This design comes from an exercise in tuning for small area and a short achievable clock period on the open sky130 flow, not from production work. Where RTL was checked, it was by simulation tests only, not by an equivalence proof against the original. The RTL of run 2 was laid out without a check of its function. No activity file was given, so power comes from the tool's default toggle rates.

==> flow/design.v <==
`timescale 1ns / 1ps
module reg_32x32(clk,WE,RA,RB,RW,busA,busB,busW
    );
	input clk,WE;
	input [4:0]RA,RB,RW;
	input [31:0]busW;
	output [31:0]busA,busB;
	reg[31:0] file_array[31:1];
	assign busA=(RA==0)?32'd0:file_array[RA];
	assign busB=(RB==0)?32'd0:file_array[RB];
	always@(negedge clk)
		if(WE&&(RW!=0)) file_array[RW]<=busW;
endmodule
==> flow/run.sh <==
#!/bin/bash
# synth_recipe.tcl (not shown) runs the flow's synth.tcl, then flattens the netlist and writes it again
# the make line also repeats each setting of config.mk as NAME=value (left out here)
make -C /OpenROAD-flow-scripts/flow DESIGN_CONFIG=/design/flow/config.mk WORK_HOME=/design/flow/orfs CLKGATE_MAP_FILE= SYNTH_SCRIPT=/design/flow/synth_recipe.tcl finish
==> flow/config.mk <==
export PLATFORM = sky130hd
export DESIGN_NAME = reg_32x32
export DESIGN_NICKNAME = reg_32x32
export VERILOG_FILES = /design/flow/design.v
export SDC_FILE = /design/flow/constraint.sdc
export NUM_CORES = 4
export LEC_CHECK = 0
export CAP_MARGIN = 20
export CORE_MARGIN = 2
export CORE_UTILIZATION = 40
export SETUP_SLACK_MARGIN = 0.3
export SLEW_MARGIN = 20
==> flow/constraint.sdc <==
create_clock -name core_clock -period 9.0 [get_ports {clk}]
set_input_delay 1.8000 -clock core_clock [delete_from_list [all_inputs] [get_ports {clk}]]
set_output_delay 1.8000 -clock core_clock [all_outputs]
set_load 0.01 [all_outputs]
==> impl_metrics.csv, run 1 <==
group,metric,value,unit
floorplan,core,115000,um2
global_route,grt_overflow,0,
critical_path,cp_data_arrival_time,7.06,ns
pwr,p_switching,3690,uW
pwr,power.density,217,nW/um2
floorplan,die_w,344,um
yosys,syn_area_per_cell,16.8,um2
timing,maxSlewViolCount,0,
critical_path,cp-start-kind,"flip-flop",
route,vias,33700,
global_route,antenna_found_initial,12,
yosys,synth_top_family_by_area,"multiplexers",
place,hpwl,91.1,mm
finish,fill_cells,9700,
min_path,hold_class,"in2out",
critical_path,path_max_fanout,2,
finish,largest-register,"file_array",
finish,final_common_cell,"inv_1",
yosys,yosys.area_share.simple,3.07,%
clock_tree,cts-root-buf,"clkbuf_16",
yosys,synth_seq_cells,992,
clock_tree,clkTransAtPathRegs,0.06,ns
floorplan,dieArea,118000,um2
pwr,power_frac_clock,50.4,%
job,maxCapViolCount,0,
finish,drive_gt1_share,22.4,%
pwr,swShare,29.4,%
timing,setup_violations,0,
min_path,hp-start,"RA[2]",
global_route,grtUsageTotal,28.5,%
yosys,synth_cells,2756,
place,gp_congestion,0.848,
finish,reg_top3,"file_array (992)",
critical_path,endpoint_kind,"output port",
yosys,yosys_warnings,1,
place,io_buffer_count,112,
route,viasPerCell,6.13,
timing,relSlewSlack,15.7,%
critical_path,setup.worst_path.start,"file_array[29][9]",
floorplan,rows,124,
timing,finalHoldViolations,0,
finish,final_nets,3946,
global_route,grt_pass1_wl,239,mm
floorplan,pin_count,113,
min_path,hold_path_end,"busA[31]",
pwr,p_total,12600,uW
route,first_pass_iters,5,
pwr,power_frac_comb,8.2,%
pwr,ir_worst_vdd,215,uV
floorplan,start_util,40.3,%
yosys,synth-async-reset-ratio,0,%
yosys,synth_xor_area_share,0,%
route,wl_per_cell,30.9,um
yosys,synthTopCellsByArea,"edfxtp_1 (64%), mux4_2 (11%), mux2i_1 (8.4%)",
timing,rsz0062_at_grt,"true",
yosys,synth_top_area_share,64.5,%
finish,syn_to_final_growth,25.6,%
min_path,whs_path_depth,4,
clock_tree,numCtsBuffers,105,
yosys,yosys.area.top_type,"edfxtp_1",
pwr,intPower,8880,uW
yosys,synth_cell_types,39,
critical_path,cp.required,7.20,ns
critical_path,path_class,"reg2out",
pwr,leakagePower,0.0233,uW
clock_tree,h-tree-depth,3,
yosys,yosysSeqAreaShare,64.5,%
yosys,muxShareOfSynthArea,23.6,%
route,antenna_left,0,
yosys,synth_compound_area_share,6.71,%
global_route,first_global_vias,36400,
route,drc,0,
finish,largest_register_ffs,992,
clock_tree,cts.sinks,992,
finish,final_cell_mix,"inv_1 (1,015), edfxtp_1 (992), mux2i_1 (386), mux4_2 (218), mux2_2 (139)",
status,outcome,"finished clean",
yosys,synth_area,46200,um2
yosys,synth.net_count,2805,
global_route,grt_max_degree,119,
route,drt_iter0_drc,4093,
yosys,synth_fa_ha_area_share,0,%
timing,worstMarginPinSlew,1.26,ns
pwr,power_frac_seq,41.4,%
floorplan,die_y,344,um
yosys,ys.flop_type,"edfxtp_1",
yosys,synth_edf_count,992,
route,wl,170,mm
timing,setup-tns-final,0,ns
clock_tree,clock_tree.buffer_depth,3,
clock_tree,cts_tree,"done",
==> per-stage QoR <==
stage / hold slack, ns / utilization, % / instance area [um2] / setup WS (ns) / cells
final: 4.41 / 50.7 / 58000 / 0.140 / 5495
after global routing: 4.47 / 50.7 / 58000 / 0.0948 / 5494
after CTS: 4.43 / 50.5 / 57800 / 0.0885 / 5485
after global placement: 4.81 / 43.6 / 49900 / 0.306 / 4291
after detailed placement: 4.80 / 43.6 / 50000 / 0.298 / 4292
after floorplan: 3.97 / - / 46200 / 0.280 / 2756
==> how the worst max path moves through the flow <==
| stage | slack, ns | end | cells after the start |
|---|---|---|---|
| 2_1_floorplan | 0.28 | file_array[12][0] | 3 |
| 3_3_place_gp | 0.31 | busB[9] | 6 |
| 3_5_place_dp | 0.30 | busB[9] | 6 |
| 4_1_cts | 0.09 | busB[9] | 6 |
| 5_1_grt | 0.09 | busB[9] | 6 |
| 6_report | 0.14 | busB[9] | 6 |
==> Yosys cell counts, types with 18 or more instances <==
cell type	n
edfxtp_1	992
mux2i_1	386
mux4_2	218
mux2_2	164
nor2_1	145
o22ai_1	133
clkbuf_1	115
a22oi_1	93
buf_2	63
nand2_1	62
a221oi_1	50
a211oi_1	44
a21oi_1	39
nand3_1	37
o221ai_1	32
o21ai_1	31
nand4_1	30
mux2_1	25
buf_1	18
==> critical path: stages, from the launching register on <==
cell and delay (ns):
edfxtp_1 0.39, mux4_2 0.49, mux2_4 0.30, a221oi_4 0.30, buf_6 0.16, a211oi_2 0.04, buf_2 0.16
==> power by group through the flow <==
stage / registers [uW] / clock network, uW / logic (uW)
2_1_floorplan: 5260 / 652 / 522
3_3_place_gp: 5260 / 652 / 965
3_5_place_dp: 5270 / 652 / 976
4_1_cts: 5210 / 6430 / 997
5_1_grt: 5200 / 6960 / 1060
6_report: 5210 / 6340 / 1030
==> final cells by class <==
cell class                 count  area [um2]  share of cell area [%]
antenna                        2        5.00                 0.00862
clock buffer                 109        2730                    4.70
clock inverter              1074        4610                    7.94
multi-input combinational   1546       16500                    28.5
sequential                   992       29800                    51.3
tap                         1512        1890                    3.26
timing repair buffer         260        2490                    4.29
==> cells by family after synthesis <==
family,Yosys count
compound gates,442
simple gates,311
mux,793
flops,992
buf+inv,218
==> metal layers <==
metal | track usage, % | share of wire [%]
met5 | 0 | 0.026
met1 | 35.4 | 37
met4 | 15.3 | 4.2
met3 | 8.60 | 11
met2 | 44.9 | 47
==> what timing repair did <==
item,CTS,global route
endpoints found under the setup margin,63,49
setup buffers,11,8
pin swaps,61,42
resized for setup,300,63
hold buffers,0,0
==> inputs of run 2 (changes only) <==
==> flow/design.v (replaced) <==
`timescale 1ns / 1ps
module rf_rdsel(A, WE, RW, wen, sel);
	input [4:0] A, RW;
	input WE;
	input [31:1] wen;
	output [31:0] sel;
	genvar r;
	generate for (r = 1; r < 32; r = r + 1) begin : g
		assign sel[r] = (A == r) && !wen[r];
	end endgenerate
	assign sel[0] = WE && (RW == A) && (A != 0);
endmodule
module rf_rdbit(sel, d, y);
	input [31:0] sel, d;
	output y;
	assign y = |(sel & d);
endmodule
module reg_32x32(clk,WE,RA,RB,RW,busA,busB,busW
    );
	input clk,WE;
	input [4:0]RA,RB,RW;
	input [31:0]busW;
	output [31:0]busA,busB;
	reg [31:0] file_array [31:1];
	wire [31:1] wen;
	wire [31:0] selA, selB;
	genvar r, j;
	generate for (r = 1; r < 32; r = r + 1) begin : g
		assign wen[r] = WE && (RW == r);
		always @(posedge clk)
			if (wen[r]) file_array[r] <= busW;
	end endgenerate
	rf_rdsel sa(.A(RA), .WE(WE), .RW(RW), .wen(wen), .sel(selA));
	rf_rdsel sb(.A(RB), .WE(WE), .RW(RW), .wen(wen), .sel(selB));
	generate for (j = 0; j < 32; j = j + 1) begin : b
		wire [31:0] col;
		assign col[0] = busW[j];
		for (r = 1; r < 32; r = r + 1) begin : c
			assign col[r] = file_array[r][j];
		end
		rf_rdbit ra(.sel(selA), .d(col), .y(busA[j]));
		rf_rdbit rb(.sel(selB), .d(col), .y(busB[j]));
	end endgenerate
endmodule
--- a/flow/config.mk
+++ b/flow/config.mk
@@ -8,5 +8,6 @@
 export CAP_MARGIN = 20
 export CORE_MARGIN = 2
 export CORE_UTILIZATION = 40
-export SETUP_SLACK_MARGIN = 0.3
+export SETUP_SLACK_MARGIN = 5
 export SLEW_MARGIN = 20
+export SYNTH_HIERARCHICAL = 1
==> run 2 against run 1 <==
  * Largest power group is now registers
  * Worst setup slack gained 2.6 ns
  * Still clean on timing, DRC and antenna
  * Area after synthesis shrank 11%
  * Clock-buffer cell count grew 3
  * Design area shrank 7.1%
  * Critical path type is now in2out
  * Sequential share of layout area grew 3.9 points
==> impl_metrics.csv, run 2 <==
group,metric,value,unit
route,wl_per_cell,38.7,um
yosys,synthTopCellsByArea,"edfxtp_1 (73%), a22oi_1 (18%), nand4_1 (3.9%)",
min_path,hold_path_end,"file_array[1][27]",
job,maxCapViolCount,0,
yosys,yosysMostFrequentCell,"edfxtp_1",
yosys,synth_seq_cells,992,
yosys,syn_area_per_cell,16.3,um2
critical_path,path_class,"in2out",
clock_tree,h-tree-depth,3,
finish,final_cell_mix,"edfxtp_1 (992), a22oi_1 (824), nand4_1 (257), buf_4 (248), a22oi_2 (200)",
global_route,grtUsageTotal,32.4,%
global_route,antenna_found_initial,9,
floorplan,core,102000,um2
finish,largest-register,"file_array",
route,antenna_left,0,
yosys,yosys_warnings,8,
finish,multi_input_area,13000,um2
timing,setup-tns-final,0,ns
place,place_ws,0.939,ns
critical_path,cp_data_arrival_time,4.43,ns
yosys,synth_area,41000,um2
min_path,whs_path_depth,1,
clock_tree,clock_tree.buffer_depth,3,
min_path,hold_class,"in2reg",
route,viasPerCell,7.25,
global_route,grt_max_degree,34,
status,outcome,"finished clean",
floorplan,die_w,324,um
yosys,synth_commonest_cells,"edfxtp_1 (992), a22oi_1 (960), nand4_1 (257), a22oi_2 (64), or4_1 (64)",
yosys,yosys.area.top_type,"edfxtp_1",
timing,finalHoldViolations,0,
min_path,hp-start,"busW[27]",
timing,setup_violations,0,
floorplan,rows,117,
finish,drive_gt1_share,32.5,%
floorplan,dieArea,105000,um2
place,gp_congestion,0.927,
critical_path,endpoint_kind,"output port",
place,hpwl,97.3,mm
finish,final_nets,3151,
global_route,grt_pass1_wl,237,mm
clock_tree,cts-root-buf,"clkbuf_16",
place,io_buffer_count,112,
pwr,power.density,195,nW/um2
yosys,synth.net_count,2554,
critical_path,cpPeakStageDelay,0.60,ns
timing,relSlewSlack,29.7,%
yosys,synth_cell_types,24,
pwr,ir_worst_vdd,180,uV
finish,largest_register_ffs,992,
critical_path,cp_slowest_cell,"or4b_4",
timing,min_period,6.23,ns
yosys,ys.flop_type,"edfxtp_1",
yosys,yosysSeqAreaShare,72.7,%
floorplan,pin_count,113,
route,drc,0,
timing,maxSlewViolCount,0,
pwr,leakagePower,0.0166,uW
floorplan,die_y,324,um
finish,fill_cells,8027,
yosys,synth_top_area_share,72.7,%
global_route,grt_overflow,0,
route,first_pass_iters,8,
critical_path,cp.required,7.20,ns
finish,regArea,29800,um2
route,wl,177,mm
yosys,synth_cells,2505,
yosys,synth_edf_count,992,
clock_tree,clkTransAtPathRegs,0.06,ns
floorplan,start_util,40.3,%
critical_path,cp-start-kind,"input port",
route,vias,33100,
clock_tree,cts_tree,"done",
finish,syn_to_final_growth,31.6,%
critical_path,cp_common_cell,"buf_16",
timing,rsz0062_at_grt,"true",
route,drt_iter0_drc,5645,
critical_path,crit_family,"simple AND/OR/NAND/NOR gates",
critical_path,cp_cell_sequence,"buf_16 > or4b_4 > buf_6 > nor2_4 > nor3_4 > buf_12 > buf_16 > buf_4 > a22oi_1 > nand4_1 > or4_4 > buf_2",
timing,fmaxAchievable,0.160,GHz
timing,setup_ws,2.77,ns
clock_tree,cts.sinks,992,
timing,period_share,69.2,%
finish,reg_top3,"file_array (992)",
finish,final_common_cell,"edfxtp_1",
timing,worstMarginPinSlew,1.05,ns
critical_path,worst-path-buf-inv,6,
clock_tree,numCtsBuffers,101,
yosys,synth-async-reset-ratio,0,%
global_route,first_global_vias,31900,
critical_path,path_max_fanout,8,
run 2: changes by cell type after synthesis, sizes merged, moves of 110 or more:
cell    previous run  this run
clkbuf           115         5
mux4             218         0
nand4             30       257
o22ai            133         0
a22oi             93      1024
nor2             145        28
mux2             189         0
mux2i            386         0
run 2: modules after synthesis, one instance, submodules excluded:
module     times used  flip-flops and latches
rf_rdbit           64                       0
reg_32x32           1                     992
rf_rdsel            2                       0
run 2: power by group:
part | switching, uW | total, uW | internal [uW]
sequential | 29.2 | 5170 | 5140
combinational | 461 | 772 | 311
clock | 1860 | 4570 | 2710
run 2: worst max path at each step:
| stage | from | end | cells past startpoint |
|---|---|---|---|
| after floorplan | RW[1] | busA[11] | 7 |
| after global placement | RW[0] | busB[24] | 9 |
| after detailed placement | RW[0] | busB[24] | 9 |
| after CTS | RW[1] | busB[10] | 11 |
| after global routing | RW[0] | busA[0] | 12 |
| final | RW[0] | busA[3] | 12 |
run 2: repair_timing:
item	in CTS	in global routing
hold buffers	0	0
buffers inserted	183	37
gates resized for setup	714	114
pin swaps	228	138
setup endpoints to repair	201	64
gates cloned	20	6
run 2: layer usage:
layer | part of all wire (%) | track usage (%) | routed length (um)
met1 | 34 | 40.1 | 59800
met3 | 15 | 12.2 | 27100
met4 | 7.0 | 18.2 | 12300
met5 | 0.044 | 0 | 78
met2 | 44 | 48.9 | 77300
run 2: per-stage QoR:
stage / instance area, um2 / total power [uW] / hold WS (ns) / std cells / util (%)
2_1_floorplan: 41600 / 5500 / 1.90 / 2505 / -
3_3_place_gp: 45700 / 5870 / 2.63 / 4117 / 45.0
3_5_place_dp: 45800 / 5880 / 2.40 / 4121 / 45.1
4_1_cts: 52900 / 10500 / 1.67 / 4513 / 52.1
5_1_grt: 53900 / 10700 / 1.65 / 4556 / 53.0
6_report: 53900 / 10500 / 1.63 / 4559 / 53.0
run 2: kinds of logic after synthesis:
family	after synthesis	share of synthesized area, %
buffers and inverters	16	0.272
DFF	992	72.7
xor gates and xnor gates	8	0.171
AOI/OAI and AO/OA	1028	19.6
and+or+nand+nor	461	7.19
run 2: area by class of cell:
cell class                 instances  share of cell area, %
sequential                       992                   55.3
multi-input combinational       1497                   24.1
timing repair buffer             510                   10.7
clock buffer                     112                   4.77
tap                             1368                   3.18
clock inverter                    77                   1.95
antenna                            3                 0.0139

==> afterwards: timing with drivers on the ports <==
The flow's constraints put no driver on any port. The routed layout listed below was extracted and timed again, unchanged, in two steps. Step 1 (the two cells are an assumption about what drives the block):
set clk [get_ports {clk}]
set_driving_cell -lib_cell sky130_fd_sc_hd__clkbuf_16 $clk
set_driving_cell -lib_cell sky130_fd_sc_hd__buf_2 [delete_from_list [all_inputs] $clk]
Step 2 moves the port delays by t, midway between the first and last clock arrival at a register: inputs arrive t later, outputs are due t later. That takes back most of the time a late clock gives input paths. Three values: ideal ports, drivers, drivers and shift; two values: the first two.
run: run 2
t, ns: 0.771
setup WS [ns]: 2.768 / 2.705 / 2.705
hold WS [ns]: 1.634 / 1.580 / 2.351
worst register clock-pin slew, ns: 0.07 / 0.07
cell pins on the clock port's net: 1
After both steps setup and hold are still met in run 2. For run 2, drivers alone change the setup slack by -0.063 ns; drivers and shift together by -0.063 ns.
